Context: an optimization exercise on an open-source flow, tuned for small area and a short achievable clock period. The choices shown serve that exercise and are no tape-out recipe.
Only simulation tests tie the RTL to the original design; equivalence was not proved.

== yarrow ==
==> module alu, before the edit <==
module alu(
	input wire [31:0] an,        
	input wire [31:0] bn,        
	input wire [15:0] imm,
	input wire [31:0] addr,      
	input wire [4:0] shamt,
	input wire [3:0] lut,        
	input wire sel_add, sel_addr, sel_slt, sel_sltu, sel_srl,
	input wire use_imm,
	input wire sub,
	output wire [31:0] y,
	output wire d_neg,           
	output wire eq               
);
wire [15:0] immn = ~imm;
wire [31:0] simmn = {{16{immn[15]}}, immn};
wire [31:0] bb;              
wire [31:0] lg;              
genvar i;
generate
	for (i = 0; i < 32; i = i + 1) begin : bt
		c_mux2i bsel (.a0(bn[i]), .a1(simmn[i]), .s(use_imm), .y(bb[i]));
		c_mux4 lop (.d0(lut[2]), .d1(lut[3]), .d2(lut[0]), .d3(lut[1]),
		            .s0(bb[i]), .s1(an[i]), .y(lg[i]));
	end
endgenerate
wire [31:0] s;
wire co;
alu_add add_inst (.an(an), .b(bb ^ {32{sub}}), .cin(sub), .s(s), .co(co));
wire a31 = ~an[31];
wire ltu = ~co;
wire lt = (a31 ^ bb[31]) ? a31 : s[31];
wire [31:0] sh;
shifter shft_inst(.an(bn), .shamt(shamt), .y(sh));
assign d_neg = s[31];
assign eq = (an == bn);
assign y = ({32{sel_add}}  & s) |
           ({32{sel_addr}} & addr) |
           lg |
           ({32{sel_srl}}  & sh) |
           {31'd0, (sel_slt & lt) | (sel_sltu & ltu)};
endmodule
==> module pc_reg, before the edit <==
module pc_reg(
	input wire clk,
	input wire rst,
	input wire [31:0] rsn,       
	input wire [25:0] instr,     
	input wire jr,
	input wire jump,
	input wire taken,
	output reg [31:0] pc,
	output wire [31:0] pc_plus4
);
wire [29:0] pc4_hi = pc[31:2] + 30'd1;
wire [29:0] br_hi = pc4_hi + {{14{instr[15]}}, instr[15:0]};
assign pc_plus4 = {pc4_hi, pc[1:0]};
wire [31:0] pc_next = jr    ? ~rsn :
                      jump  ? {pc4_hi[29:26], instr[25:0], 2'b00} :
                      taken ? {br_hi, pc[1:0]} :
                              pc_plus4;
always @(posedge clk or posedge rst) begin
	if (rst)
		pc <= 32'b0;
	else
		pc <= pc_next;
end
endmodule
Settings: LEC_CHECK=0, CAP_MARGIN=20, CORE_MARGIN=2, CORE_UTILIZATION=55, SETUP_SLACK_MARGIN=5, SLEW_MARGIN=20, SYNTH_HIERARCHICAL=1; clock period 15.0 ns.
standard.sh (not shown) runs the stock make flow with config.mk's settings and CLKGATE_MAP_FILE= SYNTH_SCRIPT=/design/flow/synth_recipe.tcl, a recipe that flattens the netlist after the stock synthesis.
==> flow/flow/run.sh <==
#!/bin/bash
# Own layout flow: the standard flow (standard.sh, standard synthesis
# unchanged) with changes only to how the layout is made:
#  - the port buffers are sky130_fd_sc_hd__buf_2 instead of the delay cell
#    that buffer_ports picks by default;
#  - clock tree synthesis without dummy loads, with larger sink clusters.
# The clock period, constraints, tap cells and power grid are the standard ones.
# make's full output goes to make_finish.log; ORFS keeps each step's log in orfs/logs.
set -euo pipefail
export BUFFER_PORTS_ARGS="-buffer_cell sky130_fd_sc_hd__buf_2"
export CTS_ARGS="-sink_clustering_enable -repair_clock_nets -dont_use_dummy_load -sink_clustering_size 25 -sink_clustering_max_diameter 90"
bash standard.sh finish > make_finish.log 2>&1
Looking at the reports, yarrow completed the entire flow and the layout it produced met the timing, DRC and antenna checks.
#### Input delta (ember over yarrow)
--- a/flow/design.v
+++ b/flow/design.v
@@ -416,7 +416,7 @@
 wire [31:0] sh;
 shifter shft_inst(.an(bn), .shamt(shamt), .y(sh));
 assign d_neg = s[31];
-assign eq = (an == bn);
+assign eq = (s == 32'd0);
 assign y = ({32{sel_add}}  & s) |
            ({32{sel_addr}} & addr) |
            lg |
@@ -625,9 +625,32 @@
 	output reg [31:0] pc,
 	output wire [31:0] pc_plus4
 );
-wire [29:0] pc4_hi = pc[31:2] + 30'd1;
-wire [29:0] br_hi = pc4_hi + {{14{instr[15]}}, instr[15:0]};
+wire [29:0] hi = pc[31:2];
+wire [30:0] ci;
+wire [29:0] pc4_hi;
+assign ci[0] = 1'b1;
+wire [14:0] ui, ud;
+wire [13:0] up, dn;
+assign ui[0] = 1'b1;
+assign ud[0] = 1'b1;
+genvar k;
+generate
+	for (k = 0; k < 30; k = k + 1) begin : inc
+		assign ci[k+1] = ci[k] & hi[k];
+		assign pc4_hi[k] = hi[k] ^ ci[k];
+	end
+	for (k = 0; k < 14; k = k + 1) begin : updn
+		assign ui[k+1] = ui[k] & hi[16+k];
+		assign ud[k+1] = ud[k] & ~hi[16+k];
+		assign up[k] = hi[16+k] ^ ui[k];
+		assign dn[k] = hi[16+k] ^ ud[k];
+	end
+endgenerate
 assign pc_plus4 = {pc4_hi, pc[1:0]};
+wire [16:0] lo = {1'b0, hi[15:0]} + {1'b0, instr[15:0]} + 17'd1;
+wire c = lo[16], s = instr[15];
+wire [13:0] br_up = (c == s) ? hi[29:16] : c ? up : dn;
+wire [29:0] br_hi = {br_up, lo[15:0]};
 wire [31:0] pc_next = jr    ? ~rsn :
                       jump  ? {pc4_hi[29:26], instr[25:0], 2'b00} :
                       taken ? {br_hi, pc[1:0]} :
## What came out
ember: number of cells on the worst reg-to-reg path higher than yarrow
ember vs. yarrow: global-route wire length before repair went down by about 1.6%.
The number of CTS-inserted buffers in ember was higher than what yarrow gave.
Compared with yarrow, ember shows a number of violations reported at the end of detailed-routing iteration 0 that is 7.1% higher.
ember -> yarrow: initial core utilization flat
yarrow and ember ended up with nearly the same area fraction in compound gates after synthesis.
ember ran to completion and came out clean on the timing, DRC and antenna checks.
In the metrics for yarrow and ember, the one carrying the lower post-route non-filler standard cell count is ember.

-- port drivers added, routing unchanged --
The results above use ideal ports. As a check the final layouts listed here were re-extracted and re-timed, cells and wires unchanged.
Step 1: set_driving_cell puts a clkbuf_16 on clk and a buf_2 on each other input, an assumption about the parent block.
Step 2 moves the port delays by t, midway between the first and last clock arrival at a register: inputs arrive t later, outputs are due t later. That takes back most of the time a late clock gives input paths.
a / b / c = ideal ports / drivers / drivers and shift; a / b = the first two.
run	shift t [ns]	slack for setup (ns)	clock arrival spread, ns	worst slew at a driven data input, ns	cell pins on the clock port's net
yarrow	0.726	4.901 / 4.862 / 4.654	0.094 / 0.094	0.05	1
ember	0.746	4.735 / 4.684 / 4.256	0.133 / 0.133	0.08	1
After both steps setup and hold are still met in every run listed. For ember, which loses most, drivers alone change the setup slack by -0.051 ns; drivers and shift together by -0.479 ns.
